Context: an optimization exercise on an open-source flow, tuned for small area and a short achievable clock period. The choices shown serve that exercise and are no tape-out recipe. Function was not checked in any run shown here: the RTL went through the layout flow alone. Power and IR drop assume default switching activity.

## flow/design.v (module list and top-level ports; edited modules follow where they fit)
// module matrix_multiplier: 1225 lines
// module mm_fa: 4 lines
// module mm_xn: 3 lines
// module mm_or: 3 lines
module matrix_multiplier #(
  parameter int DATA_WIDTH = 8,
  parameter int A_ROWS = 2,
  parameter int B_COLUMNS = 2,
  parameter int A_COLUMNS_B_ROWS = 2,
  parameter int C_DATA_WIDTH = (2 * DATA_WIDTH) + $clog2(A_COLUMNS_B_ROWS)
) (
  input                           clk_i,
  input                           reset_i,
  input                           valid_i,
  output logic                    valid_o,
  input        [A_ROWS * A_COLUMNS_B_ROWS * DATA_WIDTH-1:0]   a_i,
  input        [A_COLUMNS_B_ROWS * B_COLUMNS * DATA_WIDTH-1:0] b_i,
  output logic [A_ROWS * B_COLUMNS * C_DATA_WIDTH-1:0]         c_o
);
  // ...
==> flow/run.sh <==
#!/bin/bash
# synth_recipe.tcl (not shown) runs the flow's synth.tcl, then flattens the netlist and writes it again
# the make line also repeats each setting of config.mk as NAME=value (left out here)
make -C /OpenROAD-flow-scripts/flow DESIGN_CONFIG=/design/flow/config.mk WORK_HOME=/design/flow/orfs CLKGATE_MAP_FILE= SYNTH_SCRIPT=/design/flow/synth_recipe.tcl finish
==> flow/config.mk <==
export PLATFORM = sky130hd
export DESIGN_NAME = matrix_multiplier
export DESIGN_NICKNAME = matrix_multiplier
export VERILOG_FILES = /design/flow/design.v
export SDC_FILE = /design/flow/constraint.sdc
export NUM_CORES = 4
export LEC_CHECK = 0
export CAP_MARGIN = 20
export CORE_MARGIN = 2
export CORE_UTILIZATION = 40
export SLEW_MARGIN = 20
export SYNTH_HIERARCHICAL = 1
==> flow/constraint.sdc <==
create_clock -name core_clock -period 6.8 [get_ports {clk_i}]
set_input_delay 1.3600 -clock core_clock [delete_from_list [all_inputs] [get_ports {clk_i}]]
set_output_delay 1.3600 -clock core_clock [all_outputs]
set_load 0.01 [all_outputs]
==> run notes, run 1 <==
status finished clean; fin cells 2327; Top power group combinational logic; Clock Path Buffers 2; Num CTS Buffers 17; Clock Pin Slew Worst Setup and Hold Paths 0.08 ns; most frequent cells in the layout nand2_1 (542), fa_1 (388), dfxtp_1 (194), clkdlybuf4s50_1 (135), ha_1 (68); fraction of area in multi-input gates 65.9%; Hold Path Cell Cnt 1; Comb. pwr 5.88 mW; DRT Pass-1 Iters 6; list of most frequent post-synthesis cells nand2_1 (542), fa_1 (388), dfxtp_1 (194); post-synth top area share 44.3%; Post-DRT Antenna Nets 0; Post-Place Worst Slack 2.42 ns; Die Wd 213 um; initial antenna violation count 0; synthesized area per cell 10.3 um2; maximum vdd drop 0.362 mV; sequential share of cell area 19.6%; most common cell in the netlist nand2_1; Clk power 1.10 mW; # diodes 1; DP Cell Count 2295; I/O Buffers 135; seq pwr 1.71 mW; Hold EP v_q[1]; H-tree level count 4; post-synthesis cell count 1701; # hold bufs at CTS 0; Leakage 7.26 nW; largest class multi-input combinational cells; commonest non-fill, non-tap cell in the layout nand2_1; Worst-Skew Late Latency 0.47 ns; Register Area 0.00388 mm2; Adder-Cell Fraction of Synth Area 49.1%; Worst Hold Launch v_q[0]; R2R Setup Slk 2.52 ns; ys async rst share 0%; Final setup viols 0; met1 WL 19.6 mm
==> run 2, diff against run 1 <==
--- a/flow/config.mk
+++ b/flow/config.mk
@@ -7,2 +7,3 @@
 export LEC_CHECK = 0
+export ABC_CLOCK_PERIOD_IN_PS = 3800
 export CAP_MARGIN = 20
@@ -10,2 +11,3 @@
 export CORE_UTILIZATION = 40
+export SETUP_SLACK_MARGIN = 3.0
 export SLEW_MARGIN = 20
==> run notes, run 2 <==
YS warnings 7 (unchanged); Clock Pin Slew Worst Setup and Hold Paths 0.07 ns (was 0.08 ns); DRC errors left 0 (unchanged); largest cells by area after synthesis fa_1 (44%), dfxtp_1 (22%), nand2_1 (12%) (unchanged); root buffer cell clkbuf_16 (unchanged); synthesized area per cell 10.3 um2 (unchanged); period utilization 61.7% (was 70.1%); post-synth top area share 44.3% (unchanged); ys async rst share 0% (unchanged); share of cells above drive strength 1 21.0% (was 2.47%); Crit. End Element output port (unchanged); biggest regs a_q (32), b_q (32), v_q (2) (unchanged); max_slew headroom 35.9% (was 30.9%); Final Cell Area 0.0216 mm2 (was 0.0198 mm2); R2R Setup Slk 3.05 ns (was 2.52 ns); Hold Path Class reg2reg (unchanged); power per cell area 425 mW/mm2 (was 439 mW/mm2); Logic pwr share 68.4% (was 67.7%); chip height 213 um (unchanged); Final Hold Viols 0 (unchanged); Critical Path Fanout Max 4 (unchanged); total power 9.18 mW (was 8.69 mW); Critical Path AT 2.84 ns (was 3.41 ns); vias per cell 5.28 (was 5.32); post-synthesis cell type count 56 (unchanged); total track usage 22.5% (was 21.6%); RSZ-0062 raised after global routing yes (was no); Area Growth Syn to Fin 23.1% (was 12.8%); clock skew 0.0151 ns (was 0.0137 ns); fin nets 2386 (was 2252); Post-DRT Antenna Nets 0 (unchanged); CTS tree yes (unchanged); internal power 5.22 mW (was 5.07 mW); NetSw 3.96 mW (was 3.61 mW); I/O Buffers 135 (unchanged); die outline area 0.0455 mm2 (unchanged); minimum clock period after layout 4.20 ns (was 4.77 ns); Crit Path Class reg2out (unchanged); io pins 136 (unchanged); vias in the first global route 14200 (was 13600); max cap viols 0 (unchanged); status finished clean (unchanged); clock power share 12.8% (was 12.6%); list of most frequent post-synthesis cells nand2_1 (542), fa_1 (388), dfxtp_1 (194) (unchanged); DRT iter0 DRCs 758 (was 730); synthesized flop and latch total 194 (unchanged); HPWL Detailed 35.1 mm (about the same); Flop pwr share 18.8% (was 19.7%); Final setup viols 0 (unchanged); # hold bufs at CTS 0 (unchanged); initial antenna violation count 0 (unchanged); commonest non-fill, non-tap cell in the layout nand2_1 (unchanged); maximum number of pins on one net before global-route repair 17 (unchanged); FMAX 0.238 GHz (was 0.210 GHz); Final Max Tran Viols 0 (unchanged); Syn Nets 2224 (unchanged); most common cell in the netlist nand2_1 (unchanged); post-synthesis cell count 1701 (unchanged); clock sinks 194 (unchanged); post-synth top area cell fa_1 (unchanged); EDFF count, synth 0 (unchanged); drt total wl 50.3 mm (was 46.7 mm); Clock Path Buffers 2 (unchanged); commonest register cell after synthesis dfxtp_1 (unchanged); startpoint types register (unchanged); vias after detailed routing 13000 (was 12400); grt ovf 0 (unchanged); Leakage 8.10 nW (was 7.26 nW); initial cell density of the core 40.6% (unchanged); core area 0.0432 mm2 (unchanged); worst endpoint required time 5.44 ns (about the same); Die Wd 213 um (unchanged); Placer Congestion 0.850 (was 0.868); FP Rows 76 (unchanged); global-route wire length before repair 76.6 mm (was 74.5 mm); maximum vdd drop 0.345 mV (was 0.362 mV); Worst-Skew Late Latency 0.47 ns (about the same); # diodes 0 (was 1); Num CTS Buffers 17 (unchanged); routed wire length per instance 20.5 um (was 20.1 um); Area after DPL 0.0192 mm2 (unchanged); setup_tns 0 ns (unchanged); Least-Margin Pin Slew 0.960 ns (was 1.03 ns); most frequent cells in the layout nand2_1 (540), fa_1 (381), dfxtp_1 (122), buf_4 (120), clkdlybuf4s50_1 (83) (was nand2_1 (542), fa_1 (388), dfxtp_1 (194), clkdlybuf4s50_1 (135), ha_1 (68)); sw frac 43.1% (was 41.6%); H-tree level count 4 (unchanged); Post-Syn Area 0.0175 mm2 (unchanged); DRT Pass-1 Iters 7 (was 6); register area share after synthesis 22.1% (unchanged)
==> run 2: area by class of cell <==
class	instances	area, um2
flip-flops and latches	194	4030
inverters	31	124
multi-input cells	1344	13700
fillers	3937	21600
repair buffers	275	2320
clock buffers	20	447
well taps	585	732
clock inverters	11	223
==> run 2: critical path, cell delays in order, from the launching register on <==
cell	delay, ns
dfxtp_2	0.32
inv_2	0.08
ha_4	0.13
inv_2	0.03
fa_2	0.36
a21oi_4	0.17
o21ai_2	0.08
a22o_1	0.25
a311o_1	0.41
a31o_1	0.24
a21oi_2	0.14
buf_2	0.15
==> run 2: path summary, 6_finish.rpt <==
kind,from,end,cells after the start
max,cse1_966,c_o[33],11
min reg2reg,v_q[0],v_q[1],1
min,v_q[0],v_q[1],1
max reg2reg,b_q[6],cse0_735,8
==> run 2: modules after synthesis, one instance, submodules excluded <==
module / area (um2) / times used / flops+latches
mm_fa: 20.0 / 384 / 0
mm_or: 6.26 / 36 / 0
matrix_multiplier: 9320 / 1 / 194
mm_xn: 8.76 / 36 / 0
==> run 2: power by group through the flow <==
stage	combinational, mW	sequential (mW)	clock (mW)
floorplan	3.83	1.58	0
global placement	5.88	1.75	0
detailed placement	5.96	1.74	0
CTS	6.10	1.73	1.20
global route	6.99	1.76	1.24
finish	6.28	1.73	1.17
==> run 2: what timing repair did <==
item	4_1_cts	5_1_grt
setup buffers	70	63
setup endpoints to repair	102	98
pin swaps	74	71
resized for setup	337	100
cloned	0	1
==> run 2: cell families (layout without fill, tap and decap cells) <==
kind of cell / after synthesis / count (layout) / synth area share, %
and+or+nand+nor: 650 / 650 / 15.1
muxes: 2 / 2 / 0.114
AOI/OAI and AO/OA: 149 / 149 / 5.65
adders and majority gates: 456 / 456 / 49.1
DFF: 194 / 194 / 22.1
buffers and inverters: 163 / 337 / 3.49
xor gates and xnor gates: 87 / 87 / 4.34
==> run 2: routing by layer <==
metal  routed length, um  track usage, %  part of all wire [%]  vias to the layer above
met5                   0               0                     0                        -
met4                1440            8.72                   2.9                        0
met3                3590            4.86                   7.1                       95
met2               24900            37.9                    49                      529
met1               20400            28.5                    41                     6732
li1                    -               -                     -                     5629
==> run 2: stage by stage <==
step,utilization [%],hold slack (ns),std cells,setup WS [ns]
global placement,44.4,0.427,2295,2.53
CTS,48.2,0.457,2396,2.63
finish,50.0,0.451,2460,2.60
global route,50.0,0.466,2460,2.49
floorplan,-,0.414,1701,2.99
detailed placement,44.4,0.437,2295,2.54

==> re-timing with driven ports <==
The flow's constraints put no driver on any port. The routed layouts listed below were extracted and timed again, unchanged, in two steps.
Step 1 sets driving cells, clkbuf_16 on the clock port and buf_2 on the other inputs (assumed; they add their load-dependent delay and slew).
Step 2 adds t to the input delays and takes it off the output delays; t is the mean of the earliest and latest rising clock arrival at the registers after step 1. Input paths then give back, and output paths get back, about the clock's delay inside the block.
Slacks: ideal ports / drivers / drivers and shift; pairs: ideal ports / drivers.
| run | t, ns | setup slack, ns | latest minus earliest clock arrival (ns) |
|---|---|---|---|
| run 1 | 0.518 | 2.030 / 1.974 / 2.492 | 0.015 / 0.015 |
| run 2 | 0.518 | 2.603 / 2.548 / 3.051 | 0.017 / 0.017 |
After both steps setup and hold are still met in every run listed.
